From an optimization exercise on the open Yosys and OpenROAD flow, aimed at small area, a short achievable clock period and few clock cycles; shortcuts taken in it are not production practice. Function was checked by simulation only, so behaviour that the tests miss may differ from the original.

==> design/flow/design.v <==
module INV_IP (
    input  [5:0] IN_P,
    input  [4:0] IN_X,
    output [5:0] OUT_INV
);
reg [5:0] lo, hi;
always @(*) begin
    case ({IN_P[4:1], IN_X[3:0]})
        {4'd1, 4'd1}: lo = 6'd1;
        {4'd2, 4'd1}: lo = 6'd1;
        {4'd2, 4'd2}: lo = 6'd3;
        {4'd3, 4'd1}: lo = 6'd1;
        {4'd3, 4'd2}: lo = 6'd4;
        {4'd3, 4'd3}: lo = 6'd5;
        {4'd5, 4'd1}: lo = 6'd4;
        {4'd5, 4'd2}: lo = 6'd2;
        {4'd5, 4'd3}: lo = 6'd5;
        {4'd5, 4'd4}: lo = 6'd1;
        {4'd5, 4'd5}: lo = 6'd3;
        {4'd6, 4'd1}: lo = 6'd1;
        {4'd6, 4'd2}: lo = 6'd7;
        {4'd6, 4'd3}: lo = 6'd9;
        {4'd6, 4'd4}: lo = 6'd10;
        {4'd6, 4'd5}: lo = 6'd8;
        {4'd6, 4'd6}: lo = 6'd11;
        {4'd8, 4'd1}: lo = 6'd16;
        {4'd8, 4'd2}: lo = 6'd8;
        {4'd8, 4'd3}: lo = 6'd11;
        {4'd8, 4'd4}: lo = 6'd4;
        {4'd8, 4'd5}: lo = 6'd10;
        {4'd8, 4'd6}: lo = 6'd14;
        {4'd8, 4'd7}: lo = 6'd12;
        {4'd8, 4'd8}: lo = 6'd2;
        {4'd9, 4'd1}: lo = 6'd11;
        {4'd9, 4'd2}: lo = 6'd15;
        {4'd9, 4'd3}: lo = 6'd10;
        {4'd9, 4'd4}: lo = 6'd17;
        {4'd9, 4'd5}: lo = 6'd6;
        {4'd9, 4'd6}: lo = 6'd5;
        {4'd9, 4'd7}: lo = 6'd7;
        {4'd9, 4'd8}: lo = 6'd18;
        {4'd9, 4'd9}: lo = 6'd16;
        {4'd11, 4'd1}: lo = 6'd2;
        {4'd11, 4'd2}: lo = 6'd1;
        {4'd11, 4'd3}: lo = 6'd16;
        {4'd11, 4'd4}: lo = 6'd12;
        {4'd11, 4'd5}: lo = 6'd5;
        {4'd11, 4'd6}: lo = 6'd8;
        {4'd11, 4'd7}: lo = 6'd20;
        {4'd11, 4'd8}: lo = 6'd6;
        {4'd11, 4'd9}: lo = 6'd13;
        {4'd11, 4'd10}: lo = 6'd14;
        {4'd11, 4'd11}: lo = 6'd19;
        {4'd14, 4'd1}: lo = 6'd7;
        {4'd14, 4'd2}: lo = 6'd18;
        {4'd14, 4'd3}: lo = 6'd12;
        {4'd14, 4'd4}: lo = 6'd9;
        {4'd14, 4'd5}: lo = 6'd13;
        {4'd14, 4'd6}: lo = 6'd6;
        {4'd14, 4'd7}: lo = 6'd1;
        {4'd14, 4'd8}: lo = 6'd19;
        {4'd14, 4'd9}: lo = 6'd4;
        {4'd14, 4'd10}: lo = 6'd21;
        {4'd14, 4'd11}: lo = 6'd27;
        {4'd14, 4'd12}: lo = 6'd3;
        {4'd14, 4'd13}: lo = 6'd5;
        {4'd14, 4'd14}: lo = 6'd15;
        {4'd15, 4'd1}: lo = 6'd4;
        {4'd15, 4'd2}: lo = 6'd2;
        {4'd15, 4'd3}: lo = 6'd22;
        {4'd15, 4'd4}: lo = 6'd1;
        {4'd15, 4'd5}: lo = 6'd7;
        {4'd15, 4'd6}: lo = 6'd11;
        {4'd15, 4'd7}: lo = 6'd5;
        {4'd15, 4'd8}: lo = 6'd16;
        {4'd15, 4'd9}: lo = 6'd28;
        {4'd15, 4'd10}: lo = 6'd19;
        {4'd15, 4'd11}: lo = 6'd6;
        {4'd15, 4'd12}: lo = 6'd21;
        {4'd15, 4'd13}: lo = 6'd17;
        {4'd15, 4'd14}: lo = 6'd18;
        {4'd15, 4'd15}: lo = 6'd23;
        default: lo = 6'd0;
    endcase
end
always @(*) begin
    case ({IN_P[4:1], IN_X})
        {4'd2, 5'd1}: hi = 6'd26;
        {4'd2, 5'd2}: hi = 6'd13;
        {4'd2, 5'd3}: hi = 6'd21;
        {4'd2, 5'd4}: hi = 6'd25;
        {4'd2, 5'd5}: hi = 6'd20;
        {4'd2, 5'd6}: hi = 6'd29;
        {4'd2, 5'd7}: hi = 6'd9;
        {4'd2, 5'd8}: hi = 6'd31;
        {4'd2, 5'd9}: hi = 6'd7;
        {4'd2, 5'd10}: hi = 6'd10;
        {4'd2, 5'd11}: hi = 6'd36;
        {4'd2, 5'd12}: hi = 6'd33;
        {4'd2, 5'd13}: hi = 6'd2;
        {4'd2, 5'd14}: hi = 6'd23;
        {4'd2, 5'd15}: hi = 6'd19;
        {4'd2, 5'd16}: hi = 6'd34;
        {4'd2, 5'd17}: hi = 6'd32;
        {4'd2, 5'd18}: hi = 6'd22;
        {4'd4, 5'd1}: hi = 6'd37;
        {4'd4, 5'd2}: hi = 6'd39;
        {4'd4, 5'd3}: hi = 6'd26;
        {4'd4, 5'd4}: hi = 6'd40;
        {4'd4, 5'd5}: hi = 6'd32;
        {4'd4, 5'd6}: hi = 6'd13;
        {4'd4, 5'd7}: hi = 6'd17;
        {4'd4, 5'd8}: hi = 6'd20;
        {4'd4, 5'd9}: hi = 6'd36;
        {4'd4, 5'd10}: hi = 6'd16;
        {4'd4, 5'd11}: hi = 6'd22;
        {4'd4, 5'd12}: hi = 6'd27;
        {4'd4, 5'd13}: hi = 6'd6;
        {4'd4, 5'd14}: hi = 6'd29;
        {4'd4, 5'd15}: hi = 6'd38;
        {4'd4, 5'd16}: hi = 6'd10;
        {4'd4, 5'd17}: hi = 6'd7;
        {4'd4, 5'd18}: hi = 6'd18;
        {4'd4, 5'd19}: hi = 6'd30;
        {4'd4, 5'd20}: hi = 6'd8;
        {4'd5, 5'd1}: hi = 6'd11;
        {4'd5, 5'd2}: hi = 6'd27;
        {4'd5, 5'd3}: hi = 6'd18;
        {4'd5, 5'd4}: hi = 6'd35;
        {4'd5, 5'd5}: hi = 6'd28;
        {4'd5, 5'd6}: hi = 6'd9;
        {4'd5, 5'd7}: hi = 6'd20;
        {4'd5, 5'd8}: hi = 6'd39;
        {4'd5, 5'd9}: hi = 6'd6;
        {4'd5, 5'd10}: hi = 6'd14;
        {4'd5, 5'd11}: hi = 6'd1;
        {4'd5, 5'd12}: hi = 6'd26;
        {4'd5, 5'd13}: hi = 6'd24;
        {4'd5, 5'd14}: hi = 6'd10;
        {4'd5, 5'd15}: hi = 6'd38;
        {4'd5, 5'd16}: hi = 6'd41;
        {4'd5, 5'd17}: hi = 6'd31;
        {4'd5, 5'd18}: hi = 6'd3;
        {4'd5, 5'd19}: hi = 6'd30;
        {4'd5, 5'd20}: hi = 6'd7;
        {4'd5, 5'd21}: hi = 6'd21;
        {4'd7, 5'd1}: hi = 6'd7;
        {4'd7, 5'd2}: hi = 6'd27;
        {4'd7, 5'd3}: hi = 6'd18;
        {4'd7, 5'd4}: hi = 6'd37;
        {4'd7, 5'd5}: hi = 6'd39;
        {4'd7, 5'd6}: hi = 6'd9;
        {4'd7, 5'd7}: hi = 6'd1;
        {4'd7, 5'd8}: hi = 6'd42;
        {4'd7, 5'd9}: hi = 6'd6;
        {4'd7, 5'd10}: hi = 6'd43;
        {4'd7, 5'd11}: hi = 6'd22;
        {4'd7, 5'd12}: hi = 6'd28;
        {4'd7, 5'd13}: hi = 6'd15;
        {4'd7, 5'd14}: hi = 6'd24;
        {4'd7, 5'd15}: hi = 6'd13;
        {4'd7, 5'd16}: hi = 6'd21;
        {4'd7, 5'd17}: hi = 6'd17;
        {4'd7, 5'd18}: hi = 6'd3;
        {4'd7, 5'd19}: hi = 6'd35;
        {4'd7, 5'd20}: hi = 6'd45;
        {4'd7, 5'd21}: hi = 6'd16;
        {4'd7, 5'd22}: hi = 6'd11;
        {4'd7, 5'd23}: hi = 6'd33;
        {4'd10, 5'd1}: hi = 6'd15;
        {4'd10, 5'd2}: hi = 6'd34;
        {4'd10, 5'd3}: hi = 6'd5;
        {4'd10, 5'd4}: hi = 6'd17;
        {4'd10, 5'd5}: hi = 6'd3;
        {4'd10, 5'd6}: hi = 6'd29;
        {4'd10, 5'd7}: hi = 6'd40;
        {4'd10, 5'd8}: hi = 6'd35;
        {4'd10, 5'd9}: hi = 6'd37;
        {4'd10, 5'd10}: hi = 6'd28;
        {4'd10, 5'd11}: hi = 6'd11;
        {4'd10, 5'd12}: hi = 6'd41;
        {4'd10, 5'd13}: hi = 6'd46;
        {4'd10, 5'd14}: hi = 6'd20;
        {4'd10, 5'd15}: hi = 6'd1;
        {4'd10, 5'd16}: hi = 6'd44;
        {4'd10, 5'd17}: hi = 6'd4;
        {4'd10, 5'd18}: hi = 6'd45;
        {4'd10, 5'd19}: hi = 6'd51;
        {4'd10, 5'd20}: hi = 6'd14;
        {4'd10, 5'd21}: hi = 6'd31;
        {4'd10, 5'd22}: hi = 6'd32;
        {4'd10, 5'd23}: hi = 6'd26;
        {4'd10, 5'd24}: hi = 6'd47;
        {4'd10, 5'd25}: hi = 6'd43;
        {4'd10, 5'd26}: hi = 6'd23;
        {4'd13, 5'd1}: hi = 6'd25;
        {4'd13, 5'd2}: hi = 6'd42;
        {4'd13, 5'd3}: hi = 6'd28;
        {4'd13, 5'd4}: hi = 6'd21;
        {4'd13, 5'd5}: hi = 6'd5;
        {4'd13, 5'd6}: hi = 6'd14;
        {4'd13, 5'd7}: hi = 6'd12;
        {4'd13, 5'd8}: hi = 6'd40;
        {4'd13, 5'd9}: hi = 6'd29;
        {4'd13, 5'd10}: hi = 6'd32;
        {4'd13, 5'd11}: hi = 6'd13;
        {4'd13, 5'd12}: hi = 6'd7;
        {4'd13, 5'd13}: hi = 6'd11;
        {4'd13, 5'd14}: hi = 6'd6;
        {4'd13, 5'd15}: hi = 6'd41;
        {4'd13, 5'd16}: hi = 6'd20;
        {4'd13, 5'd17}: hi = 6'd57;
        {4'd13, 5'd18}: hi = 6'd44;
        {4'd13, 5'd19}: hi = 6'd51;
        {4'd13, 5'd20}: hi = 6'd16;
        {4'd13, 5'd21}: hi = 6'd4;
        {4'd13, 5'd22}: hi = 6'd36;
        {4'd13, 5'd23}: hi = 6'd37;
        {4'd13, 5'd24}: hi = 6'd33;
        {4'd13, 5'd25}: hi = 6'd1;
        {4'd13, 5'd26}: hi = 6'd35;
        {4'd13, 5'd27}: hi = 6'd49;
        {4'd13, 5'd28}: hi = 6'd3;
        {4'd13, 5'd29}: hi = 6'd9;
        {4'd14, 5'd1}: hi = 6'd9;
        {4'd14, 5'd2}: hi = 6'd35;
        {4'd14, 5'd3}: hi = 6'd3;
        {4'd14, 5'd4}: hi = 6'd48;
        {4'd14, 5'd5}: hi = 6'd14;
        {4'd14, 5'd6}: hi = 6'd32;
        {4'd14, 5'd7}: hi = 6'd10;
        {4'd14, 5'd8}: hi = 6'd24;
        {4'd14, 5'd9}: hi = 6'd1;
        {4'd14, 5'd10}: hi = 6'd7;
        {4'd14, 5'd11}: hi = 6'd23;
        {4'd14, 5'd12}: hi = 6'd16;
        {4'd14, 5'd13}: hi = 6'd57;
        {4'd14, 5'd14}: hi = 6'd5;
        {4'd14, 5'd15}: hi = 6'd25;
        {4'd14, 5'd16}: hi = 6'd12;
        {4'd14, 5'd17}: hi = 6'd40;
        {4'd14, 5'd18}: hi = 6'd31;
        {4'd14, 5'd19}: hi = 6'd39;
        {4'd14, 5'd20}: hi = 6'd34;
        {4'd14, 5'd21}: hi = 6'd44;
        {4'd14, 5'd22}: hi = 6'd42;
        {4'd14, 5'd23}: hi = 6'd11;
        {4'd14, 5'd24}: hi = 6'd8;
        {4'd14, 5'd25}: hi = 6'd15;
        {4'd14, 5'd26}: hi = 6'd59;
        {4'd14, 5'd27}: hi = 6'd41;
        {4'd14, 5'd28}: hi = 6'd33;
        {4'd14, 5'd29}: hi = 6'd55;
        {4'd14, 5'd30}: hi = 6'd43;
        default: hi = 6'd0;
    endcase
end
assign OUT_INV = IN_P[5] ? hi : lo;
endmodule
module SQ_IP (
    input  [5:0] IN_P,
    input  [4:0] IN_F,
    output [5:0] OUT_SQ
);
reg [5:0] lo, hi;
always @(*) begin
    case ({IN_P[4:1], IN_F[3:0]})
        {4'd1, 4'd0}: lo = 6'd0;
        {4'd1, 4'd1}: lo = 6'd0;
        {4'd2, 4'd0}: lo = 6'd0;
        {4'd2, 4'd1}: lo = 6'd3;
        {4'd2, 4'd2}: lo = 6'd2;
        {4'd3, 4'd0}: lo = 6'd0;
        {4'd3, 4'd1}: lo = 6'd3;
        {4'd3, 4'd2}: lo = 6'd5;
        {4'd3, 4'd3}: lo = 6'd6;
        {4'd5, 4'd0}: lo = 6'd0;
        {4'd5, 4'd1}: lo = 6'd3;
        {4'd5, 4'd2}: lo = 6'd1;
        {4'd5, 4'd3}: lo = 6'd5;
        {4'd5, 4'd4}: lo = 6'd4;
        {4'd5, 4'd5}: lo = 6'd9;
        {4'd6, 4'd0}: lo = 6'd0;
        {4'd6, 4'd1}: lo = 6'd3;
        {4'd6, 4'd2}: lo = 6'd12;
        {4'd6, 4'd3}: lo = 6'd1;
        {4'd6, 4'd4}: lo = 6'd9;
        {4'd6, 4'd5}: lo = 6'd10;
        {4'd6, 4'd6}: lo = 6'd4;
        {4'd8, 4'd0}: lo = 6'd0;
        {4'd8, 4'd1}: lo = 6'd3;
        {4'd8, 4'd2}: lo = 6'd12;
        {4'd8, 4'd3}: lo = 6'd10;
        {4'd8, 4'd4}: lo = 6'd14;
        {4'd8, 4'd5}: lo = 6'd7;
        {4'd8, 4'd6}: lo = 6'd6;
        {4'd8, 4'd7}: lo = 6'd11;
        {4'd8, 4'd8}: lo = 6'd5;
        {4'd9, 4'd0}: lo = 6'd0;
        {4'd9, 4'd1}: lo = 6'd3;
        {4'd9, 4'd2}: lo = 6'd12;
        {4'd9, 4'd3}: lo = 6'd8;
        {4'd9, 4'd4}: lo = 6'd10;
        {4'd9, 4'd5}: lo = 6'd18;
        {4'd9, 4'd6}: lo = 6'd13;
        {4'd9, 4'd7}: lo = 6'd14;
        {4'd9, 4'd8}: lo = 6'd2;
        {4'd9, 4'd9}: lo = 6'd15;
        {4'd11, 4'd0}: lo = 6'd0;
        {4'd11, 4'd1}: lo = 6'd3;
        {4'd11, 4'd2}: lo = 6'd12;
        {4'd11, 4'd3}: lo = 6'd4;
        {4'd11, 4'd4}: lo = 6'd2;
        {4'd11, 4'd5}: lo = 6'd6;
        {4'd11, 4'd6}: lo = 6'd16;
        {4'd11, 4'd7}: lo = 6'd9;
        {4'd11, 4'd8}: lo = 6'd8;
        {4'd11, 4'd9}: lo = 6'd13;
        {4'd11, 4'd10}: lo = 6'd1;
        {4'd11, 4'd11}: lo = 6'd18;
        {4'd14, 4'd0}: lo = 6'd0;
        {4'd14, 4'd1}: lo = 6'd3;
        {4'd14, 4'd2}: lo = 6'd12;
        {4'd14, 4'd3}: lo = 6'd27;
        {4'd14, 4'd4}: lo = 6'd19;
        {4'd14, 4'd5}: lo = 6'd17;
        {4'd14, 4'd6}: lo = 6'd21;
        {4'd14, 4'd7}: lo = 6'd2;
        {4'd14, 4'd8}: lo = 6'd18;
        {4'd14, 4'd9}: lo = 6'd11;
        {4'd14, 4'd10}: lo = 6'd10;
        {4'd14, 4'd11}: lo = 6'd15;
        {4'd14, 4'd12}: lo = 6'd26;
        {4'd14, 4'd13}: lo = 6'd14;
        {4'd14, 4'd14}: lo = 6'd8;
        {4'd15, 4'd0}: lo = 6'd0;
        {4'd15, 4'd1}: lo = 6'd3;
        {4'd15, 4'd2}: lo = 6'd12;
        {4'd15, 4'd3}: lo = 6'd27;
        {4'd15, 4'd4}: lo = 6'd17;
        {4'd15, 4'd5}: lo = 6'd13;
        {4'd15, 4'd6}: lo = 6'd15;
        {4'd15, 4'd7}: lo = 6'd23;
        {4'd15, 4'd8}: lo = 6'd6;
        {4'd15, 4'd9}: lo = 6'd26;
        {4'd15, 4'd10}: lo = 6'd21;
        {4'd15, 4'd11}: lo = 6'd22;
        {4'd15, 4'd12}: lo = 6'd29;
        {4'd15, 4'd13}: lo = 6'd11;
        {4'd15, 4'd14}: lo = 6'd30;
        {4'd15, 4'd15}: lo = 6'd24;
        default: lo = 6'd0;
    endcase
end
always @(*) begin
    case ({IN_P[4:1], IN_F})
        {4'd2, 5'd0}: hi = 6'd0;
        {4'd2, 5'd1}: hi = 6'd3;
        {4'd2, 5'd2}: hi = 6'd12;
        {4'd2, 5'd3}: hi = 6'd27;
        {4'd2, 5'd4}: hi = 6'd11;
        {4'd2, 5'd5}: hi = 6'd1;
        {4'd2, 5'd6}: hi = 6'd34;
        {4'd2, 5'd7}: hi = 6'd36;
        {4'd2, 5'd8}: hi = 6'd7;
        {4'd2, 5'd9}: hi = 6'd21;
        {4'd2, 5'd10}: hi = 6'd4;
        {4'd2, 5'd11}: hi = 6'd30;
        {4'd2, 5'd12}: hi = 6'd25;
        {4'd2, 5'd13}: hi = 6'd26;
        {4'd2, 5'd14}: hi = 6'd33;
        {4'd2, 5'd15}: hi = 6'd9;
        {4'd2, 5'd16}: hi = 6'd28;
        {4'd2, 5'd17}: hi = 6'd16;
        {4'd2, 5'd18}: hi = 6'd10;
        {4'd4, 5'd0}: hi = 6'd0;
        {4'd4, 5'd1}: hi = 6'd3;
        {4'd4, 5'd2}: hi = 6'd12;
        {4'd4, 5'd3}: hi = 6'd27;
        {4'd4, 5'd4}: hi = 6'd7;
        {4'd4, 5'd5}: hi = 6'd34;
        {4'd4, 5'd6}: hi = 6'd26;
        {4'd4, 5'd7}: hi = 6'd24;
        {4'd4, 5'd8}: hi = 6'd28;
        {4'd4, 5'd9}: hi = 6'd38;
        {4'd4, 5'd10}: hi = 6'd13;
        {4'd4, 5'd11}: hi = 6'd35;
        {4'd4, 5'd12}: hi = 6'd22;
        {4'd4, 5'd13}: hi = 6'd15;
        {4'd4, 5'd14}: hi = 6'd14;
        {4'd4, 5'd15}: hi = 6'd19;
        {4'd4, 5'd16}: hi = 6'd30;
        {4'd4, 5'd17}: hi = 6'd6;
        {4'd4, 5'd18}: hi = 6'd29;
        {4'd4, 5'd19}: hi = 6'd17;
        {4'd4, 5'd20}: hi = 6'd11;
        {4'd5, 5'd0}: hi = 6'd0;
        {4'd5, 5'd1}: hi = 6'd3;
        {4'd5, 5'd2}: hi = 6'd12;
        {4'd5, 5'd3}: hi = 6'd27;
        {4'd5, 5'd4}: hi = 6'd5;
        {4'd5, 5'd5}: hi = 6'd32;
        {4'd5, 5'd6}: hi = 6'd22;
        {4'd5, 5'd7}: hi = 6'd18;
        {4'd5, 5'd8}: hi = 6'd20;
        {4'd5, 5'd9}: hi = 6'd28;
        {4'd5, 5'd10}: hi = 6'd42;
        {4'd5, 5'd11}: hi = 6'd19;
        {4'd5, 5'd12}: hi = 6'd2;
        {4'd5, 5'd13}: hi = 6'd34;
        {4'd5, 5'd14}: hi = 6'd29;
        {4'd5, 5'd15}: hi = 6'd30;
        {4'd5, 5'd16}: hi = 6'd37;
        {4'd5, 5'd17}: hi = 6'd7;
        {4'd5, 5'd18}: hi = 6'd26;
        {4'd5, 5'd19}: hi = 6'd8;
        {4'd5, 5'd20}: hi = 6'd39;
        {4'd5, 5'd21}: hi = 6'd33;
        {4'd7, 5'd0}: hi = 6'd0;
        {4'd7, 5'd1}: hi = 6'd3;
        {4'd7, 5'd2}: hi = 6'd12;
        {4'd7, 5'd3}: hi = 6'd27;
        {4'd7, 5'd4}: hi = 6'd1;
        {4'd7, 5'd5}: hi = 6'd28;
        {4'd7, 5'd6}: hi = 6'd14;
        {4'd7, 5'd7}: hi = 6'd6;
        {4'd7, 5'd8}: hi = 6'd4;
        {4'd7, 5'd9}: hi = 6'd8;
        {4'd7, 5'd10}: hi = 6'd18;
        {4'd7, 5'd11}: hi = 6'd34;
        {4'd7, 5'd12}: hi = 6'd9;
        {4'd7, 5'd13}: hi = 6'd37;
        {4'd7, 5'd14}: hi = 6'd24;
        {4'd7, 5'd15}: hi = 6'd17;
        {4'd7, 5'd16}: hi = 6'd16;
        {4'd7, 5'd17}: hi = 6'd21;
        {4'd7, 5'd18}: hi = 6'd32;
        {4'd7, 5'd19}: hi = 6'd2;
        {4'd7, 5'd20}: hi = 6'd25;
        {4'd7, 5'd21}: hi = 6'd7;
        {4'd7, 5'd22}: hi = 6'd42;
        {4'd7, 5'd23}: hi = 6'd36;
        {4'd10, 5'd0}: hi = 6'd0;
        {4'd10, 5'd1}: hi = 6'd3;
        {4'd10, 5'd2}: hi = 6'd12;
        {4'd10, 5'd3}: hi = 6'd27;
        {4'd10, 5'd4}: hi = 6'd48;
        {4'd10, 5'd5}: hi = 6'd22;
        {4'd10, 5'd6}: hi = 6'd2;
        {4'd10, 5'd7}: hi = 6'd41;
        {4'd10, 5'd8}: hi = 6'd33;
        {4'd10, 5'd9}: hi = 6'd31;
        {4'd10, 5'd10}: hi = 6'd35;
        {4'd10, 5'd11}: hi = 6'd45;
        {4'd10, 5'd12}: hi = 6'd8;
        {4'd10, 5'd13}: hi = 6'd30;
        {4'd10, 5'd14}: hi = 6'd5;
        {4'd10, 5'd15}: hi = 6'd39;
        {4'd10, 5'd16}: hi = 6'd26;
        {4'd10, 5'd17}: hi = 6'd19;
        {4'd10, 5'd18}: hi = 6'd18;
        {4'd10, 5'd19}: hi = 6'd23;
        {4'd10, 5'd20}: hi = 6'd34;
        {4'd10, 5'd21}: hi = 6'd51;
        {4'd10, 5'd22}: hi = 6'd21;
        {4'd10, 5'd23}: hi = 6'd50;
        {4'd10, 5'd24}: hi = 6'd32;
        {4'd10, 5'd25}: hi = 6'd20;
        {4'd10, 5'd26}: hi = 6'd14;
        {4'd13, 5'd0}: hi = 6'd0;
        {4'd13, 5'd1}: hi = 6'd3;
        {4'd13, 5'd2}: hi = 6'd12;
        {4'd13, 5'd3}: hi = 6'd27;
        {4'd13, 5'd4}: hi = 6'd48;
        {4'd13, 5'd5}: hi = 6'd16;
        {4'd13, 5'd6}: hi = 6'd49;
        {4'd13, 5'd7}: hi = 6'd29;
        {4'd13, 5'd8}: hi = 6'd15;
        {4'd13, 5'd9}: hi = 6'd7;
        {4'd13, 5'd10}: hi = 6'd5;
        {4'd13, 5'd11}: hi = 6'd9;
        {4'd13, 5'd12}: hi = 6'd19;
        {4'd13, 5'd13}: hi = 6'd35;
        {4'd13, 5'd14}: hi = 6'd57;
        {4'd13, 5'd15}: hi = 6'd26;
        {4'd13, 5'd16}: hi = 6'd1;
        {4'd13, 5'd17}: hi = 6'd41;
        {4'd13, 5'd18}: hi = 6'd28;
        {4'd13, 5'd19}: hi = 6'd21;
        {4'd13, 5'd20}: hi = 6'd20;
        {4'd13, 5'd21}: hi = 6'd25;
        {4'd13, 5'd22}: hi = 6'd36;
        {4'd13, 5'd23}: hi = 6'd53;
        {4'd13, 5'd24}: hi = 6'd17;
        {4'd13, 5'd25}: hi = 6'd46;
        {4'd13, 5'd26}: hi = 6'd22;
        {4'd13, 5'd27}: hi = 6'd4;
        {4'd13, 5'd28}: hi = 6'd51;
        {4'd13, 5'd29}: hi = 6'd45;
        {4'd14, 5'd0}: hi = 6'd0;
        {4'd14, 5'd1}: hi = 6'd3;
        {4'd14, 5'd2}: hi = 6'd12;
        {4'd14, 5'd3}: hi = 6'd27;
        {4'd14, 5'd4}: hi = 6'd48;
        {4'd14, 5'd5}: hi = 6'd14;
        {4'd14, 5'd6}: hi = 6'd47;
        {4'd14, 5'd7}: hi = 6'd25;
        {4'd14, 5'd8}: hi = 6'd9;
        {4'd14, 5'd9}: hi = 6'd60;
        {4'd14, 5'd10}: hi = 6'd56;
        {4'd14, 5'd11}: hi = 6'd58;
        {4'd14, 5'd12}: hi = 6'd5;
        {4'd14, 5'd13}: hi = 6'd19;
        {4'd14, 5'd14}: hi = 6'd39;
        {4'd14, 5'd15}: hi = 6'd4;
        {4'd14, 5'd16}: hi = 6'd36;
        {4'd14, 5'd17}: hi = 6'd13;
        {4'd14, 5'd18}: hi = 6'd57;
        {4'd14, 5'd19}: hi = 6'd46;
        {4'd14, 5'd20}: hi = 6'd41;
        {4'd14, 5'd21}: hi = 6'd42;
        {4'd14, 5'd22}: hi = 6'd49;
        {4'd14, 5'd23}: hi = 6'd1;
        {4'd14, 5'd24}: hi = 6'd20;
        {4'd14, 5'd25}: hi = 6'd45;
        {4'd14, 5'd26}: hi = 6'd15;
        {4'd14, 5'd27}: hi = 6'd52;
        {4'd14, 5'd28}: hi = 6'd34;
        {4'd14, 5'd29}: hi = 6'd22;
        {4'd14, 5'd30}: hi = 6'd16;
        default: hi = 6'd0;
    endcase
end
assign OUT_SQ = IN_P[5] ? hi : lo;
endmodule
module SQ1_IP (
    input  [5:0] IN_P,
    input  [4:0] IN_F,
    output [5:0] OUT_SQ
);
reg [5:0] lo, hi;
always @(*) begin
    case ({IN_P[4:1], IN_F[3:0]})
        {4'd1, 4'd0}: lo = 6'd0;
        {4'd1, 4'd1}: lo = 6'd1;
        {4'd2, 4'd0}: lo = 6'd0;
        {4'd2, 4'd1}: lo = 6'd1;
        {4'd2, 4'd2}: lo = 6'd4;
        {4'd3, 4'd0}: lo = 6'd0;
        {4'd3, 4'd1}: lo = 6'd1;
        {4'd3, 4'd2}: lo = 6'd4;
        {4'd3, 4'd3}: lo = 6'd2;
        {4'd5, 4'd0}: lo = 6'd0;
        {4'd5, 4'd1}: lo = 6'd3;
        {4'd5, 4'd2}: lo = 6'd1;
        {4'd5, 4'd3}: lo = 6'd5;
        {4'd5, 4'd4}: lo = 6'd4;
        {4'd5, 4'd5}: lo = 6'd9;
        {4'd6, 4'd0}: lo = 6'd0;
        {4'd6, 4'd1}: lo = 6'd1;
        {4'd6, 4'd2}: lo = 6'd4;
        {4'd6, 4'd3}: lo = 6'd9;
        {4'd6, 4'd4}: lo = 6'd3;
        {4'd6, 4'd5}: lo = 6'd12;
        {4'd6, 4'd6}: lo = 6'd10;
        {4'd8, 4'd0}: lo = 6'd0;
        {4'd8, 4'd1}: lo = 6'd16;
        {4'd8, 4'd2}: lo = 6'd13;
        {4'd8, 4'd3}: lo = 6'd8;
        {4'd8, 4'd4}: lo = 6'd1;
        {4'd8, 4'd5}: lo = 6'd9;
        {4'd8, 4'd6}: lo = 6'd15;
        {4'd8, 4'd7}: lo = 6'd2;
        {4'd8, 4'd8}: lo = 6'd4;
        {4'd9, 4'd0}: lo = 6'd0;
        {4'd9, 4'd1}: lo = 6'd7;
        {4'd9, 4'd2}: lo = 6'd9;
        {4'd9, 4'd3}: lo = 6'd6;
        {4'd9, 4'd4}: lo = 6'd17;
        {4'd9, 4'd5}: lo = 6'd4;
        {4'd9, 4'd6}: lo = 6'd5;
        {4'd9, 4'd7}: lo = 6'd1;
        {4'd9, 4'd8}: lo = 6'd11;
        {4'd9, 4'd9}: lo = 6'd16;
        {4'd11, 4'd0}: lo = 6'd0;
        {4'd11, 4'd1}: lo = 6'd12;
        {4'd11, 4'd2}: lo = 6'd2;
        {4'd11, 4'd3}: lo = 6'd16;
        {4'd11, 4'd4}: lo = 6'd8;
        {4'd11, 4'd5}: lo = 6'd1;
        {4'd11, 4'd6}: lo = 6'd18;
        {4'd11, 4'd7}: lo = 6'd13;
        {4'd11, 4'd8}: lo = 6'd9;
        {4'd11, 4'd9}: lo = 6'd6;
        {4'd11, 4'd10}: lo = 6'd4;
        {4'd11, 4'd11}: lo = 6'd3;
        {4'd14, 4'd0}: lo = 6'd0;
        {4'd14, 4'd1}: lo = 6'd25;
        {4'd14, 4'd2}: lo = 6'd13;
        {4'd14, 4'd3}: lo = 6'd22;
        {4'd14, 4'd4}: lo = 6'd23;
        {4'd14, 4'd5}: lo = 6'd16;
        {4'd14, 4'd6}: lo = 6'd1;
        {4'd14, 4'd7}: lo = 6'd7;
        {4'd14, 4'd8}: lo = 6'd5;
        {4'd14, 4'd9}: lo = 6'd24;
        {4'd14, 4'd10}: lo = 6'd6;
        {4'd14, 4'd11}: lo = 6'd9;
        {4'd14, 4'd12}: lo = 6'd4;
        {4'd14, 4'd13}: lo = 6'd20;
        {4'd14, 4'd14}: lo = 6'd28;
        {4'd15, 4'd0}: lo = 6'd0;
        {4'd15, 4'd1}: lo = 6'd8;
        {4'd15, 4'd2}: lo = 6'd1;
        {4'd15, 4'd3}: lo = 6'd10;
        {4'd15, 4'd4}: lo = 6'd4;
        {4'd15, 4'd5}: lo = 6'd14;
        {4'd15, 4'd6}: lo = 6'd9;
        {4'd15, 4'd7}: lo = 6'd20;
        {4'd15, 4'd8}: lo = 6'd16;
        {4'd15, 4'd9}: lo = 6'd28;
        {4'd15, 4'd10}: lo = 6'd25;
        {4'd15, 4'd11}: lo = 6'd7;
        {4'd15, 4'd12}: lo = 6'd5;
        {4'd15, 4'd13}: lo = 6'd19;
        {4'd15, 4'd14}: lo = 6'd18;
        {4'd15, 4'd15}: lo = 6'd2;
        default: lo = 6'd0;
    endcase
end
always @(*) begin
    case ({IN_P[4:1], IN_F})
        {4'd2, 5'd0}: hi = 6'd0;
        {4'd2, 5'd1}: hi = 6'd10;
        {4'd2, 5'd2}: hi = 6'd3;
        {4'd2, 5'd3}: hi = 6'd16;
        {4'd2, 5'd4}: hi = 6'd12;
        {4'd2, 5'd5}: hi = 6'd28;
        {4'd2, 5'd6}: hi = 6'd27;
        {4'd2, 5'd7}: hi = 6'd9;
        {4'd2, 5'd8}: hi = 6'd11;
        {4'd2, 5'd9}: hi = 6'd33;
        {4'd2, 5'd10}: hi = 6'd1;
        {4'd2, 5'd11}: hi = 6'd26;
        {4'd2, 5'd12}: hi = 6'd34;
        {4'd2, 5'd13}: hi = 6'd25;
        {4'd2, 5'd14}: hi = 6'd36;
        {4'd2, 5'd15}: hi = 6'd30;
        {4'd2, 5'd16}: hi = 6'd7;
        {4'd2, 5'd17}: hi = 6'd4;
        {4'd2, 5'd18}: hi = 6'd21;
        {4'd4, 5'd0}: hi = 6'd0;
        {4'd4, 5'd1}: hi = 6'd10;
        {4'd4, 5'd2}: hi = 6'd40;
        {4'd4, 5'd3}: hi = 6'd8;
        {4'd4, 5'd4}: hi = 6'd37;
        {4'd4, 5'd5}: hi = 6'd4;
        {4'd4, 5'd6}: hi = 6'd32;
        {4'd4, 5'd7}: hi = 6'd39;
        {4'd4, 5'd8}: hi = 6'd25;
        {4'd4, 5'd9}: hi = 6'd31;
        {4'd4, 5'd10}: hi = 6'd16;
        {4'd4, 5'd11}: hi = 6'd21;
        {4'd4, 5'd12}: hi = 6'd5;
        {4'd4, 5'd13}: hi = 6'd9;
        {4'd4, 5'd14}: hi = 6'd33;
        {4'd4, 5'd15}: hi = 6'd36;
        {4'd4, 5'd16}: hi = 6'd18;
        {4'd4, 5'd17}: hi = 6'd20;
        {4'd4, 5'd18}: hi = 6'd1;
        {4'd4, 5'd19}: hi = 6'd2;
        {4'd4, 5'd20}: hi = 6'd23;
        {4'd5, 5'd0}: hi = 6'd0;
        {4'd5, 5'd1}: hi = 6'd4;
        {4'd5, 5'd2}: hi = 6'd16;
        {4'd5, 5'd3}: hi = 6'd36;
        {4'd5, 5'd4}: hi = 6'd21;
        {4'd5, 5'd5}: hi = 6'd14;
        {4'd5, 5'd6}: hi = 6'd15;
        {4'd5, 5'd7}: hi = 6'd24;
        {4'd5, 5'd8}: hi = 6'd41;
        {4'd5, 5'd9}: hi = 6'd23;
        {4'd5, 5'd10}: hi = 6'd13;
        {4'd5, 5'd11}: hi = 6'd11;
        {4'd5, 5'd12}: hi = 6'd17;
        {4'd5, 5'd13}: hi = 6'd31;
        {4'd5, 5'd14}: hi = 6'd10;
        {4'd5, 5'd15}: hi = 6'd40;
        {4'd5, 5'd16}: hi = 6'd35;
        {4'd5, 5'd17}: hi = 6'd38;
        {4'd5, 5'd18}: hi = 6'd6;
        {4'd5, 5'd19}: hi = 6'd25;
        {4'd5, 5'd20}: hi = 6'd9;
        {4'd5, 5'd21}: hi = 6'd1;
        {4'd7, 5'd0}: hi = 6'd0;
        {4'd7, 5'd1}: hi = 6'd27;
        {4'd7, 5'd2}: hi = 6'd14;
        {4'd7, 5'd3}: hi = 6'd8;
        {4'd7, 5'd4}: hi = 6'd9;
        {4'd7, 5'd5}: hi = 6'd17;
        {4'd7, 5'd6}: hi = 6'd32;
        {4'd7, 5'd7}: hi = 6'd7;
        {4'd7, 5'd8}: hi = 6'd36;
        {4'd7, 5'd9}: hi = 6'd25;
        {4'd7, 5'd10}: hi = 6'd21;
        {4'd7, 5'd11}: hi = 6'd24;
        {4'd7, 5'd12}: hi = 6'd34;
        {4'd7, 5'd13}: hi = 6'd4;
        {4'd7, 5'd14}: hi = 6'd28;
        {4'd7, 5'd15}: hi = 6'd12;
        {4'd7, 5'd16}: hi = 6'd3;
        {4'd7, 5'd17}: hi = 6'd1;
        {4'd7, 5'd18}: hi = 6'd6;
        {4'd7, 5'd19}: hi = 6'd18;
        {4'd7, 5'd20}: hi = 6'd37;
        {4'd7, 5'd21}: hi = 6'd16;
        {4'd7, 5'd22}: hi = 6'd2;
        {4'd7, 5'd23}: hi = 6'd42;
        {4'd10, 5'd0}: hi = 6'd0;
        {4'd10, 5'd1}: hi = 6'd46;
        {4'd10, 5'd2}: hi = 6'd25;
        {4'd10, 5'd3}: hi = 6'd43;
        {4'd10, 5'd4}: hi = 6'd47;
        {4'd10, 5'd5}: hi = 6'd37;
        {4'd10, 5'd6}: hi = 6'd13;
        {4'd10, 5'd7}: hi = 6'd28;
        {4'd10, 5'd8}: hi = 6'd29;
        {4'd10, 5'd9}: hi = 6'd16;
        {4'd10, 5'd10}: hi = 6'd42;
        {4'd10, 5'd11}: hi = 6'd1;
        {4'd10, 5'd12}: hi = 6'd52;
        {4'd10, 5'd13}: hi = 6'd36;
        {4'd10, 5'd14}: hi = 6'd6;
        {4'd10, 5'd15}: hi = 6'd15;
        {4'd10, 5'd16}: hi = 6'd10;
        {4'd10, 5'd17}: hi = 6'd44;
        {4'd10, 5'd18}: hi = 6'd11;
        {4'd10, 5'd19}: hi = 6'd17;
        {4'd10, 5'd20}: hi = 6'd9;
        {4'd10, 5'd21}: hi = 6'd40;
        {4'd10, 5'd22}: hi = 6'd4;
        {4'd10, 5'd23}: hi = 6'd7;
        {4'd10, 5'd24}: hi = 6'd49;
        {4'd10, 5'd25}: hi = 6'd24;
        {4'd10, 5'd26}: hi = 6'd38;
        {4'd13, 5'd0}: hi = 6'd0;
        {4'd13, 5'd1}: hi = 6'd26;
        {4'd13, 5'd2}: hi = 6'd45;
        {4'd13, 5'd3}: hi = 6'd57;
        {4'd13, 5'd4}: hi = 6'd3;
        {4'd13, 5'd5}: hi = 6'd1;
        {4'd13, 5'd6}: hi = 6'd51;
        {4'd13, 5'd7}: hi = 6'd35;
        {4'd13, 5'd8}: hi = 6'd12;
        {4'd13, 5'd9}: hi = 6'd41;
        {4'd13, 5'd10}: hi = 6'd4;
        {4'd13, 5'd11}: hi = 6'd19;
        {4'd13, 5'd12}: hi = 6'd27;
        {4'd13, 5'd13}: hi = 6'd28;
        {4'd13, 5'd14}: hi = 6'd22;
        {4'd13, 5'd15}: hi = 6'd9;
        {4'd13, 5'd16}: hi = 6'd48;
        {4'd13, 5'd17}: hi = 6'd21;
        {4'd13, 5'd18}: hi = 6'd46;
        {4'd13, 5'd19}: hi = 6'd5;
        {4'd13, 5'd20}: hi = 6'd16;
        {4'd13, 5'd21}: hi = 6'd20;
        {4'd13, 5'd22}: hi = 6'd17;
        {4'd13, 5'd23}: hi = 6'd7;
        {4'd13, 5'd24}: hi = 6'd49;
        {4'd13, 5'd25}: hi = 6'd25;
        {4'd13, 5'd26}: hi = 6'd53;
        {4'd13, 5'd27}: hi = 6'd15;
        {4'd13, 5'd28}: hi = 6'd29;
        {4'd13, 5'd29}: hi = 6'd36;
        {4'd14, 5'd0}: hi = 6'd0;
        {4'd14, 5'd1}: hi = 6'd34;
        {4'd14, 5'd2}: hi = 6'd14;
        {4'd14, 5'd3}: hi = 6'd1;
        {4'd14, 5'd4}: hi = 6'd56;
        {4'd14, 5'd5}: hi = 6'd57;
        {4'd14, 5'd6}: hi = 6'd4;
        {4'd14, 5'd7}: hi = 6'd19;
        {4'd14, 5'd8}: hi = 6'd41;
        {4'd14, 5'd9}: hi = 6'd9;
        {4'd14, 5'd10}: hi = 6'd45;
        {4'd14, 5'd11}: hi = 6'd27;
        {4'd14, 5'd12}: hi = 6'd16;
        {4'd14, 5'd13}: hi = 6'd12;
        {4'd14, 5'd14}: hi = 6'd15;
        {4'd14, 5'd15}: hi = 6'd25;
        {4'd14, 5'd16}: hi = 6'd42;
        {4'd14, 5'd17}: hi = 6'd5;
        {4'd14, 5'd18}: hi = 6'd36;
        {4'd14, 5'd19}: hi = 6'd13;
        {4'd14, 5'd20}: hi = 6'd58;
        {4'd14, 5'd21}: hi = 6'd49;
        {4'd14, 5'd22}: hi = 6'd47;
        {4'd14, 5'd23}: hi = 6'd52;
        {4'd14, 5'd24}: hi = 6'd3;
        {4'd14, 5'd25}: hi = 6'd22;
        {4'd14, 5'd26}: hi = 6'd48;
        {4'd14, 5'd27}: hi = 6'd20;
        {4'd14, 5'd28}: hi = 6'd60;
        {4'd14, 5'd29}: hi = 6'd46;
        {4'd14, 5'd30}: hi = 6'd39;
        default: hi = 6'd0;
    endcase
end
assign OUT_SQ = IN_P[5] ? hi : lo;
endmodule
module EC_TOP(
    clk, rst_n, in_valid,
    in_Px, in_Py, in_Qx, in_Qy, in_prime, in_a,
    out_valid, out_Rx, out_Ry
);
input clk, rst_n, in_valid;
input [5:0] in_Px, in_Py, in_Qx, in_Qy, in_prime, in_a;
output reg out_valid;
output [5:0] out_Rx, out_Ry;
wire [5:0] p = in_prime;
wire dbl = (in_Px == in_Qx) && (in_Py == in_Qy);
wire [6:0] fc, fp;
wire       fge;
ec_sub7 u_fc(.a({2'b0, p[5:1]}), .b(in_Px), .ge(fge), .d(fc));
ec_sub7 u_fp(.a({1'b0, p}), .b(in_Px), .ge(), .d(fp));
wire [4:0] pf = fge ? in_Px[4:0] : fp[4:0];         
wire [5:0] sq3;
SQ_IP u_sqt(.IN_P(p), .IN_F(pf), .OUT_SQ(sq3));
wire [6:0] n3 = sq3 + in_a;                          
wire [5:0] numD, numA, num;
wire [6:0] n3d;
wire       n3ge;
ec_sub7 u_r1(.a(n3), .b(p), .ge(n3ge), .d(n3d));
assign numD = n3ge ? n3d[5:0] : n3[5:0];
ec_subm u_na(.a(in_Qy), .b(in_Py), .p(p), .r(numA));
assign num = dbl ? numD : numA;
wire [6:0] py2;
wire       py2ge;
wire [5:0] denD, denA, den;
ec_sub7 u_py2(.a({in_Py, 1'b0}), .b(p), .ge(py2ge), .d(py2));
assign denD = py2ge ? py2[5:0] : {in_Py[4:0], 1'b0};
ec_subm u_da(.a(in_Qx), .b(in_Px), .p(p), .r(denA));
assign den = dbl ? denD : denA;
wire [6:0] hc, pd;
wire       hge;
ec_sub7 u_hc(.a({2'b0, p[5:1]}), .b(den), .ge(hge), .d(hc));
wire       neg = ~hge;                       
ec_sub7 u_pd(.a({1'b0, p}), .b(den), .ge(), .d(pd));
wire [4:0] dh = neg ? pd[4:0] : den[4:0];    
wire [5:0] im;
INV_IP u_inv(.IN_P(p), .IN_X(dh), .OUT_INV(im));
wire [12:0] prod;
wire [5:0]  sm;
ec_muladd u_mu(.a(num), .b(im), .c(13'd0), .y(prod));
wire [7:0]  p3 = {p, 1'b0} + p;                              
ec_mred4  u_r2(.n(prod), .p(p), .p3(p3), .r(sm));
wire [6:0] pq, c2;
wire [6:0] pmy;
ec_add #(7) u_pq(.a({1'b0, in_Px}), .b({1'b0, in_Qx}), .cin(1'b0), .s(pq), .co());
ec_add #(7) u_c2(.a({p, 1'b0}), .b(~pq), .cin(1'b1), .s(c2), .co());     
ec_sub7     u_pm(.a({1'b0, p}), .b(in_Py), .ge(), .d(pmy));              
wire [6:0] sc, sp;
wire       sge;
ec_sub7 u_sc(.a({2'b0, p[5:1]}), .b(sm), .ge(sge), .d(sc));
ec_sub7 u_sp(.a({1'b0, p}), .b(sm), .ge(), .d(sp));
wire [4:0] sf = sge ? sm[4:0] : sp[4:0];
wire [5:0] w;
SQ1_IP u_sq1(.IN_P(p), .IN_F(sf), .OUT_SQ(w));
reg [5:0]  s_r, w_r, px_r, d_r, p_r;
reg [6:0]  c_r;
reg       n_r;
always @(posedge clk) begin
    n_r  <= neg;
    s_r  <= sm;
    w_r  <= w;
    px_r <= in_Px;
    c_r  <= c2;
    d_r  <= pmy[5:0];
    p_r  <= in_prime;
end
always @(posedge clk or negedge rst_n)
    if (!rst_n) out_valid <= 1'b0;
    else        out_valid <= in_valid;
wire [12:0] ys;
wire [5:0]  t;
wire [7:0] p3_r = {p_r, 1'b0} + p_r;                         
wire [7:0] wc = w_r + c_r;                                    
ec_qstep #(0) u_x0(.n({1'b0, wc}), .p(p_r), .p3(p3_r), .r(out_Rx));
ec_subn   u_t (.a(px_r), .b(out_Rx), .p(p_r), .neg(n_r), .r(t));  
wire [7:0] s3_r = {s_r, 1'b0} + s_r;                         
wire [7:0] ym;
ec_muladd4 u_ys(.a(s_r), .a3(s3_r), .b(t), .c({1'b0, d_r, 6'd0}), .y(ys));
ec_redc4  u_ry(.n(ys), .p(p_r), .p3(p3_r), .r(ym));          
ec_qstep #(0) u_y0(.n({1'b0, ym}), .p(p_r), .p3(p3_r), .r(out_Ry));
endmodule
module ec_add #(parameter W = 8) (
    input  [W-1:0] a, b,
    input          cin,
    output [W-1:0] s,
    output         co
);
assign {co, s} = a + b + cin;
endmodule
module ec_sub7 (
    input  [6:0] a,
    input  [5:0] b,
    output       ge,
    output [6:0] d
);
ec_add #(7) u(.a(a), .b({1'b1, ~b}), .cin(1'b1), .s(d), .co(ge));
endmodule
module ec_qstep #(parameter K = 4) (
    input  [K+8:0] n,
    input  [5:0]   p,
    input  [7:0]   p3,
    output [K+5:0] r
);
wire [7:0] w = n[K +: 8];
wire [8:0] d1 = {1'b0, w} - {3'b0, p};
wire [8:0] d2 = {1'b0, w} - {2'b0, p, 1'b0};
wire [8:0] d3 = {1'b0, w} - {1'b0, p3};
wire [5:0] q  = !d3[8] ? d3[5:0] : !d2[8] ? d2[5:0] : !d1[8] ? d1[5:0] : w[5:0];
generate
    if (K > 0) begin : g_lo
        assign r = {q, n[K-1:0]};
    end else begin : g_lo0
        assign r = q;
    end
endgenerate
endmodule
module ec_red6q (
    input  [12:0] n,
    input  [5:0]  p,
    input  [7:0]  p3,
    output [5:0]  r
);
wire [12:0] v [0:3];
assign v[3] = n;
genvar j;
generate
    for (j = 2; j >= 0; j = j - 1) begin : g_st
        wire [7:0] w = v[j+1][2*j +: 8];
        wire [8:0] d1 = {1'b0, w} - {3'b0, p};
        wire [8:0] d2 = {1'b0, w} - {2'b0, p, 1'b0};
        wire [8:0] d3 = {1'b0, w} - {1'b0, p3};
        wire [5:0] q  = !d3[8] ? d3[5:0] : !d2[8] ? d2[5:0] : !d1[8] ? d1[5:0] : w[5:0];
        if (j > 0) begin : g_lo
            assign v[j] = {{(7-2*j){1'b0}}, q, v[j+1][2*j-1:0]};
        end else begin : g_lo0
            assign v[j] = {7'd0, q};
        end
    end
endgenerate
assign r = v[0][5:0];
endmodule
module ec_redc4 (
    input  [12:0] n,
    input  [5:0]  p,
    input  [7:0]  p3,
    output [7:0]  r
);
wire [13:0] v [0:3];              
assign v[0] = {1'b0, n};
genvar j;
generate
    for (j = 0; j < 3; j = j + 1) begin : g_st
        wire [1:0] b  = v[j][2*j +: 2];
        wire [1:0] bp = b * p[1:0];
        wire [1:0] q  = 2'd0 - bp;
        wire [7:0] qp = (q == 2'd3) ? p3 : (q == 2'd2) ? {1'b0, p, 1'b0} : (q == 2'd1) ? {2'b0, p} : 8'd0;
        assign v[j+1] = v[j] + ({6'd0, qp} << (2 * j));
    end
endgenerate
assign r = v[3][13:6];
endmodule
module ec_mred4 (
    input  [12:0] n,
    input  [5:0]  p,
    input  [7:0]  p3,
    output [5:0]  r
);
wire [12:0] v [0:3];              
assign v[0] = n;
genvar j;
generate
    for (j = 0; j < 3; j = j + 1) begin : g_st
        wire [1:0] b  = v[j][2*j +: 2];
        wire [1:0] bp = b * p[1:0];
        wire [1:0] q  = 2'd0 - bp;
        wire [7:0] qp = (q == 2'd3) ? p3 : (q == 2'd2) ? {1'b0, p, 1'b0} : (q == 2'd1) ? {2'b0, p} : 8'd0;
        assign v[j+1] = v[j] + ({5'd0, qp} << (2 * j));
    end
endgenerate
wire [6:0] u = v[3][12:6];       
wire [6:0] d;
wire       ge;
ec_sub7 uc(.a(u), .b(p), .ge(ge), .d(d));
assign r = ge ? d[5:0] : u[5:0];
endmodule
module ec_mred (
    input  [12:0] n,
    input  [5:0]  p,
    output [5:0]  r
);
wire [12:0] v [0:6];              
assign v[0] = n;
genvar i;
generate
    for (i = 0; i < 6; i = i + 1) begin : g_st
        assign v[i+1] = v[i] + ({13{v[i][i]}} & ({7'd0, p} << i));
    end
endgenerate
wire [6:0] u = v[6][12:6];       
wire [6:0] d;
wire       ge;
ec_sub7 uc(.a(u), .b(p), .ge(ge), .d(d));
assign r = ge ? d[5:0] : u[5:0];
endmodule
module ec_subm (
    input  [5:0] a, b, p,
    output [5:0] r
);
wire [6:0] d;
wire       ge;
wire [5:0] dp;
ec_sub7 u0(.a({1'b0, a}), .b(b), .ge(ge), .d(d));
ec_add #(6) u1(.a(d[5:0]), .b(p), .cin(1'b0), .s(dp), .co());
assign r = ge ? d[5:0] : dp;
endmodule
module ec_subn (
    input  [5:0] a, b, p,
    input        neg,
    output [5:0] r
);
wire [6:0] d;
wire [5:0] dp;
ec_add #(7) u0(.a({1'b0, a} ^ {7{neg}}), .b(~{1'b0, b} ^ {7{neg}}), .cin(1'b1), .s(d), .co());
ec_add #(6) u1(.a(d[5:0]), .b(p), .cin(1'b0), .s(dp), .co());
assign r = d[6] ? dp : d[5:0];
endmodule
module ec_muladd4 (
    input  [5:0]  a,
    input  [7:0]  a3,
    input  [5:0]  b,
    input  [12:0] c,
    output [12:0] y
);
wire [12:0] acc [0:3];            
assign acc[0] = c;
genvar i;
generate
    for (i = 0; i < 3; i = i + 1) begin : g_row
        wire [1:0]  d  = b[2*i +: 2];
        wire [7:0]  m  = (d == 2'd3) ? a3 : (d == 2'd2) ? {1'b0, a, 1'b0} : (d == 2'd1) ? {2'b0, a} : 8'd0;
        wire [12:0] pp = {5'd0, m} << (2 * i);
        ec_add #(13) u(.a(acc[i]), .b(pp), .cin(1'b0), .s(acc[i+1]), .co());
    end
endgenerate
assign y = acc[3];
endmodule
module ec_muladd (
    input  [5:0]  a, b,
    input  [12:0] c,
    output [12:0] y
);
wire [11:0] acc [0:6];            
assign acc[0] = c[11:0];
genvar i;
generate
    for (i = 0; i < 6; i = i + 1) begin : g_row
        wire [11:0] pp = {6'd0, a & {6{b[i]}}} << i;
        ec_add #(12) u(.a(acc[i]), .b(pp), .cin(1'b0), .s(acc[i+1]), .co());
    end
endgenerate
assign y = {1'b0, acc[6]};
endmodule
==> design/flow/flow/run.sh <==
#!/bin/bash
# The standard layout (the standard.sh), with these changes:
# - synthesis maps Yosys's carry-lookahead cells ($lcu) to ripple carry
#   (flow/ripple_lcu.v) instead of ORFS's Kogge-Stone map, which makes the
#   many small adders of this design about a fifth smaller;
# - every port is still buffered, with the smallest buffer cell;
# - the clock tree uses mid-sized clock buffers and no dummy loads (there are only
#   a few dozen flip-flops).
set -euo pipefail
export SYNTH_OPERATIONS_ARGS="-extra-map $PWD/flow/ripple_lcu.v"
export BUFFER_PORTS_ARGS="-buffer_cell sky130_fd_sc_hd__buf_1"
export CTS_ARGS="-sink_clustering_enable -repair_clock_nets -dont_use_dummy_load -root_buf sky130_fd_sc_hd__clkbuf_8 -buf_list sky130_fd_sc_hd__clkbuf_8"
bash standard.sh SETUP_SLACK_MARGIN=45 finish > standard.log 2>&1
==> design/flow/flow/ripple_lcu.v <==
(* techmap_celltype = "$lcu" *)
module _80_lcu_ripple (P, G, CI, CO);
	parameter WIDTH = 2;

	(* force_downto *)
	input [WIDTH-1:0] P, G;
	input CI;

	(* force_downto *)
	output [WIDTH-1:0] CO;

	integer i;
	(* force_downto *)
	reg [WIDTH-1:0] c;

	wire [1023:0] _TECHMAP_DO_ = "proc; opt -fast";

	always @* begin
		c[0] = G[0] | (P[0] & CI);
		for (i = 1; i < WIDTH; i = i + 1)
			c[i] = G[i] | (P[i] & c[i - 1]);
	end

	assign CO = c;
endmodule
==> design/flow/standard.sh <==
#!/bin/bash
# synth_recipe.tcl (not shown) runs the flow's synth.tcl, then flattens the netlist and writes it again
# the make line also repeats each setting of config.mk as NAME=value (left out here)
make -C /OpenROAD-flow-scripts/flow DESIGN_CONFIG=/design/flow/config.mk WORK_HOME=/design/flow/orfs CLKGATE_MAP_FILE= SYNTH_SCRIPT=/design/flow/synth_recipe.tcl "${@:-finish}"
==> design/flow/config.mk <==
export PLATFORM = sky130hd
export DESIGN_NAME = EC_TOP
export DESIGN_NICKNAME = EC_TOP
export VERILOG_FILES = /design/flow/design.v
export SDC_FILE = /design/flow/constraint.sdc
export NUM_CORES = 4
export LEC_CHECK = 0
export ABC_AREA = 1
export CAP_MARGIN = 20
export CORE_MARGIN = 2
export CORE_UTILIZATION = 30
export PLACE_DENSITY = 0.5
export SLEW_MARGIN = 20
==> design/flow/constraint.sdc <==
create_clock -name core_clock -period 80.0 [get_ports {clk}]
set_input_delay 16.0000 -clock core_clock [delete_from_list [all_inputs] [get_ports {clk}]]
set_output_delay 16.0000 -clock core_clock [all_outputs]
set_load 0.01 [all_outputs]
==> results of run 1 <==
cells in the final DEF (no fill, tap or decap), types with 17 or more instances in the layout:
| master | instances |
|---|---|
| a21oi_1 | 125 |
| a31oi_1 | 39 |
| buf_1 | 44 |
| buf_4 | 58 |
| dfxtp_1 | 38 |
| fa_1 | 184 |
| ha_1 | 113 |
| inv_1 | 404 |
| nand2_1 | 457 |
| nand2_2 | 30 |
| nand2_4 | 17 |
| nand3_1 | 126 |
| nor2_1 | 212 |
| nor3_1 | 23 |
| o211ai_1 | 50 |
| o21ai_0 | 208 |
| o21ai_1 | 21 |
| o221ai_1 | 29 |
| o22ai_1 | 31 |
| xor2_1 | 17 |
cells by family (layout without fill, tap and decap cells):
kind of cell	Yosys count	in the layout	share of synthesized area
muxes	5	5	0.00309
DFF	39	39	0.0485
xor gates and xnor gates	32	32	0.0178
other	0	2	0
adders and majority gates	315	315	0.332
buffers and inverters	526	566	0.128
AOI/OAI and AO/OA	620	620	0.232
and+or+nand+nor	923	924	0.239
area by class of cell:
type	instances	area, um2	share of cell area
flip-flops and latches	39	786	0.0429
well taps	696	871	0.0476
inverters	430	1690	0.0925
repair buffers	131	1060	0.0580
multi-input cells	1896	13800	0.755
clock buffers	5	68.8	0.00376
diodes	2	5.00	0.000273
routing by layer:
metal / GRT usage / part of all wire / vias to the layer above
met2: 0.425 / 0.46 / 1250
met5: 0 / 0.00024 / -
li1: - / - / 8229
met3: 0.0372 / 0.091 / 373
met4: 0.135 / 0.064 / 2
met1: 0.318 / 0.39 / 8846
worst paths after layout:
path                           from        end  slack, ns  depth (start not counted)
hold / removal                rst_n  out_valid      15.45                          1
setup / recovery           in_Px[1]     w_r[3]      45.63                         90
max in group asynchronous     rst_n  out_valid      64.45                          1
min in group core_clock    in_valid  out_valid      15.80                          1
flip-flops by register name (all words and copies together), names as in the netlist:
| name | flops |
|---|---|
| p_r | 6 |
| w_r | 6 |
| d_r | 6 |
| s_r | 6 |
| out_valid | 1 |
| n_r | 1 |
| px_r | 6 |
| c_r | 7 |
through the flow:
| step | area [um2] | hold WS (ns) | utilization | instances |
|---|---|---|---|---|
| floorplan | 16200 | 15.70 | - | 2460 |
| global placement | 17100 | 15.76 | 0.319 | 3146 |
| detailed placement | 17100 | 15.76 | 0.319 | 3146 |
| CTS | 17500 | 15.43 | 0.327 | 3161 |
| global route | 18300 | 15.45 | 0.341 | 3198 |
| finish | 18300 | 15.45 | 0.341 | 3199 |
worst max-delay path, delay by kind of cell:
| family | cells | cell delay [ns] |
|---|---|---|
| AO/OA/AOI/OAI | 22 | 3.26 |
| XOR/XNOR | 1 | 0.18 |
| adder cells (fa/ha/maj) | 30 | 10.91 |
| buffers and inverters | 20 | 2.33 |
| AND/OR/NAND/NOR | 17 | 1.84 |
what timing repair did:
| item | in CTS | in global routing |
|---|---|---|
| hold buffers | 0 | 0 |
| pin swaps | 4 | 14 |
| resized for setup | 72 | 118 |
| setup endpoints to repair | 6 | 12 |
| gates cloned | 1 | 9 |
| setup buffers | 9 | 27 |
==> reports/results.tsv, run 1 <==
stage	metric	value	unit
worst_setup_path	crit-path max cell delay	0.54	ns
sta	worst slew pin tran	0.961	ns
floorplan	# IOs	52	
routing	ANT nets after route	0	
floorplan	die width	236	um
synthesis	Synth Net Count	2814	
worst_setup_path	Crit path required time	80.18	ns
floorplan	Rows	85	
layout	layout cells sized above 1	0.0976	
synthesis	Cell Area, Synth	16200	um2
sta	period utilisation layout	0.430	
clock_tree	total CTS buffers	5	
floorplan	initial core utilization	0.302	
worst_setup_path	CP most frequent cell	fa_1	
run_status	status	timing/DRC/antenna clean	
global_routing	largest net degree at the start of global routing	53	
clock_tree	H-Tree Depth	2	
sta	Setup TNS	0	ns
worst_setup_path	CP arrival	34.55	ns
synthesis	Synth warnings	8	
clock_tree	maximum buffer depth of the clock tree	2	
placed_design	PortBufs	51	
synthesis	top cells by area in the synthesized netlist	fa_1, nand2_1, inv_1	
synthesis	count leader, synth	nand2_1	
placed_design	pre-CTS WS	42.35	ns
routing	DRT Pass-1 Iters	6	
routing	Vias	18700	
synthesis	sequential area share after synthesis	0.0485	
worst_setup_path	crit start category	input pin	
worst_setup_path	crit path max fanout	27	
global_routing	first-pass GRT wire length	110	mm
job	Max-cap violations	0	
worst_hold_path	hold crit path type	input pin to async pin	
layout	Final nets	2857	
sta	Fin. Hold Viols	0	
worst_setup_path	Worst path slowest cell	fa_1	
sta	worst setup margin	45.63	ns
placed_design	GPL Wtd Cong	1.00	
synthesis	Unique masters post-synth	67	
synthesis	largest area contributor in the netlist	fa_1	
synthesis	Async SR Flop Fraction	0.0256	
floorplan	Die ar.	55900	um2
global_routing	vias in the first global route	18370	
global_routing	initial antenna violation count	2	
sta	RSZ-0062 raised after global routing	no	
routing	residual DRC count	0	
placed_design	Detailed Place HPWL	55.7	mm
clock_tree	Clk pin slew, worst setup/hold paths	0.09	ns
sta	Slew Viols, Final	0	
sta	Final setup viols	0	
routing	WL/cell	23.3	um
synthesis	most frequent cells after synthesis	nand2_1, inv_1, nor2_1	
clock_tree	CTS Root Cell	clkbuf_8	
worst_setup_path	CP endpoint kind	flop	
floorplan	core region area	53600	um2
layout	synthesis-to-layout area growth	12.9	%
routing	final wirelength	74.7	mm
synthesis	cells after synthesis	2460	
synthesis	Syn Area/Cell	6.59	um2
sta	Slew HR	0.358	
clock_tree	CTS tree	yes	
worst_setup_path	WS Path Type	input pin to flop	
synthesis	Synth Register Bits	39	
synthesis	Post-synth EDFFs	0	
global_routing	GRT Util Overall	0.255	
routing	DRT iter0 DRCs	2459	
layout	# fillers	5997	
synthesis	predominant post-synthesis flop cell	dfxtp_1	
global_routing	GRT Residual Overflow	0	
routing	routed vias/inst	5.85	
sta	min Tclk post-route	34.37	ns
synthesis	top-area cell type share of the netlist area	0.236	
floorplan	DIE HEIGHT	236	um
sta	Highest Clock Rate	29.1	MHz
clock_tree	clk sinks	39	
Testbench counts, summed over its fixed seeds: cycles 1,600.
==> run 2, diff against run 1 <==
--- a/design/flow/flow/run.sh
+++ b/design/flow/flow/run.sh
@@ -12,2 +12,2 @@
 export CTS_ARGS="-sink_clustering_enable -repair_clock_nets -dont_use_dummy_load -root_buf sky130_fd_sc_hd__clkbuf_8 -buf_list sky130_fd_sc_hd__clkbuf_8"
-bash standard.sh SETUP_SLACK_MARGIN=45 finish > standard.log 2>&1
+bash standard.sh SETUP_SLACK_MARGIN=43 finish > standard.log 2>&1
==> run 2 against run 1 <==
Effect of this change: critical path depth down 1; die area did not move; clock-buffer cell count did not move.
==> reports/results.tsv, run 2 <==
stage	metric	value	unit
layout	Largest register FFs	7	
global_routing	GRT Residual Overflow	0	
placed_design	Placed Area	17100	um2
synthesis	Async SR Flop Fraction	0.0256	
synthesis	cells after synthesis	2460	
floorplan	core region area	53600	um2
routing	ANT nets after route	0	
routing	routed vias/inst	5.80	
layout	most common cell after layout, fill and taps aside	nand2_1	
layout	commonest cells after routing, fill and taps aside	nand2_1, inv_1, nor2_1	
sta	Setup TNS	0	ns
sta	Slew HR	0.341	
worst_setup_path	Top delay family on crit path	adder cells	
routing	final wirelength	71.9	mm
synthesis	largest area contributor in the netlist	fa_1	
floorplan	die width	236	um
sta	Fin. Hold Viols	0	
synthesis	Synth Net Count	2814	
sta	worst slew pin tran	0.986	ns
routing	WL/cell	22.8	um
run_status	status	timing/DRC/antenna clean	
clock_tree	Clk pin slew, worst setup/hold paths	0.09	ns
routing	residual DRC count	0	
sta	period utilisation layout	0.451	
worst_setup_path	WS Path Type	input pin to flop	
routing	DRT Pass-1 Iters	8	
clock_tree	clk sinks	39	
floorplan	Die ar.	55900	um2
synthesis	top-area cell type share of the netlist area	0.236	
layout	Final nets	2818	
worst_setup_path	crit-path max cell delay	0.60	ns
global_routing	vias in the first global route	18233	
worst_setup_path	CP arrival	36.31	ns
global_routing	first-pass GRT wire length	109	mm
layout	Core Util, Final	0.323	
sta	RSZ-0062 raised after global routing	no	
worst_setup_path	WP buf/inv	19	
worst_setup_path	Worst path depth	89	
floorplan	Rows	85	
clock_tree	CTS Root Cell	clkbuf_8	
worst_setup_path	CP startpoint	in_Px[1]	
worst_setup_path	CP most frequent cell	fa_1	
clock_tree	H-Tree Depth	2	
synthesis	predominant post-synthesis flop cell	dfxtp_1	
placed_design	Detailed Place HPWL	55.7	mm
placed_design	GPL Wtd Cong	1.00	
worst_setup_path	Crit path required time	80.21	ns
global_routing	GRT Util Overall	0.252	
layout	# fillers	6037	
layout	Design Area, Final	17300	um2
floorplan	DIE HEIGHT	236	um
synthesis	top cells by area in the synthesized netlist	fa_1, nand2_1, inv_1	
worst_setup_path	crit start category	input pin	
synthesis	most frequent cells after synthesis	nand2_1, inv_1, nor2_1	
routing	Vias	18324	
global_routing	largest net degree at the start of global routing	53	
floorplan	# IOs	52	
worst_setup_path	crit path max fanout	12	
sta	Highest Clock Rate	27.7	MHz
global_routing	initial antenna violation count	5	
worst_setup_path	Worst path slowest cell	xor2_2	
synthesis	Cell Area, Synth	16200	um2
worst_hold_path	hold crit path type	input pin to async pin	
placed_design	PortBufs	51	
clock_tree	total CTS buffers	5	
sta	Final setup viols	0	
sta	min Tclk post-route	36.10	ns
floorplan	initial core utilization	0.302	
synthesis	Synth Register Bits	39	
synthesis	Synth warnings	8	
synthesis	count leader, synth	nand2_1	
layout	synthesis-to-layout area growth	6.78	%
worst_setup_path	CP endpoint kind	flop	
clock_tree	CTS tree	yes	
layout	Largest Register	c_r	
synthesis	Unique masters post-synth	67	
routing	DRT iter0 DRCs	2047	
synthesis	Post-synth EDFFs	0	
synthesis	Syn Area/Cell	6.59	um2
sta	Slew Viols, Final	0	
job	Max-cap violations	0	
synthesis	sequential area share after synthesis	0.0485	
layout	layout cells sized above 1	0.0487	
sta	Fin Hold WS	15.45	ns
clock_tree	maximum buffer depth of the clock tree	2	
run 2: cell types whose count changed in the layout (fill, tap and decap cells not counted), sizes merged:
cell / delta
clkinv: -1
bufbuf: -1
buf: -33
inv: +5
clkbuf: -4
nand2: -1
clkinvlp: -4
run 2: metrics by stage:
stage / std cells / setup slack [ns]
floorplan: 2460 / 46.03
global placement: 3146 / 42.40
detailed placement: 3146 / 42.35
CTS: 3151 / 43.03
global route: 3159 / 42.97
finish: 3160 / 43.90
run 2: worst max path at each step:
stage	to	slack, ns
floorplan	w_r[2]	46.03
global placement	w_r[5]	42.40
detailed placement	w_r[5]	42.35
CTS	w_r[5]	43.03
global route	w_r[2]	42.97
finish	w_r[5]	43.90
run 2: cell families (layout without fill, tap and decap cells):
family          count (synthesis)  in the layout  share of synthesized area
xor+xnor                       32             32                     0.0178
simple gates                  923            923                      0.239
buf+inv                       526            528                      0.128
compound gates                620            620                      0.232
mux                             5              5                    0.00309
other cells                     0              2                          0
fa+ha+maj                     315            315                      0.332
flops                          39             39                     0.0485
run 2: timing repair:
| item | in CTS | in global routing |
|---|---|---|
| resized for setup | 2 | 20 |
| hold buffers | 0 | 0 |
| pin swaps | 0 | 1 |
| setup endpoints to repair | 6 | 6 |
| gates cloned | 0 | 0 |
| setup buffers | 0 | 7 |
run 2: per-layer routing:
metal,vias to the layer above,wire length (um),track usage
met2,1193,32900,0.420
met5,-,40,0
met4,6,4610,0.135
li1,8127,-,-
met1,8663,27900,0.315
met3,335,6410,0.0354
run 2: final cells by class:
cell class                 count  area, um2  area share
antenna                        2       5.00    0.000289
clock buffer                   5       68.8     0.00398
inverter                     430       1630      0.0939
multi-input combinational   1895      13400       0.775
sequential                    39        786      0.0454
tap                          696        871      0.0503
timing repair buffer          93        537      0.0310

-- what the ideal ports hide --
The flow's constraints put no driver on any port. The routed layouts listed below were extracted and timed again, unchanged, in two steps. Step 1 (the two cells are an assumption about what drives the block):
set clk [get_ports {clk}]
set_driving_cell -lib_cell sky130_fd_sc_hd__clkbuf_16 $clk
set_driving_cell -lib_cell sky130_fd_sc_hd__buf_2 [delete_from_list [all_inputs] $clk]
Step 2 times the ports against the registers' clock, not the clock port: input delays grow and output delays shrink by t, the midpoint of the rising clock arrivals with the driver on. Slacks: no drivers / after step 1 / after step 2; pairs: no drivers / after step 1.
run | t (ns) | setup WS [ns] | worst setup path after step 2 | latest minus earliest clock arrival (ns) | slew at the worst register clock pin (ns)
run 1 | 0.321 | 45.633 / 45.586 / 45.266 | input to register | 0.026 / 0.025 | 0.09 / 0.09
run 2 | 0.322 | 43.900 / 43.857 / 43.535 | input to register | 0.029 / 0.028 | 0.09 / 0.09
After both steps setup and hold are still met in every run listed. For run 1, which loses most, drivers alone change the setup slack by -0.047 ns; drivers and shift together by -0.367 ns.
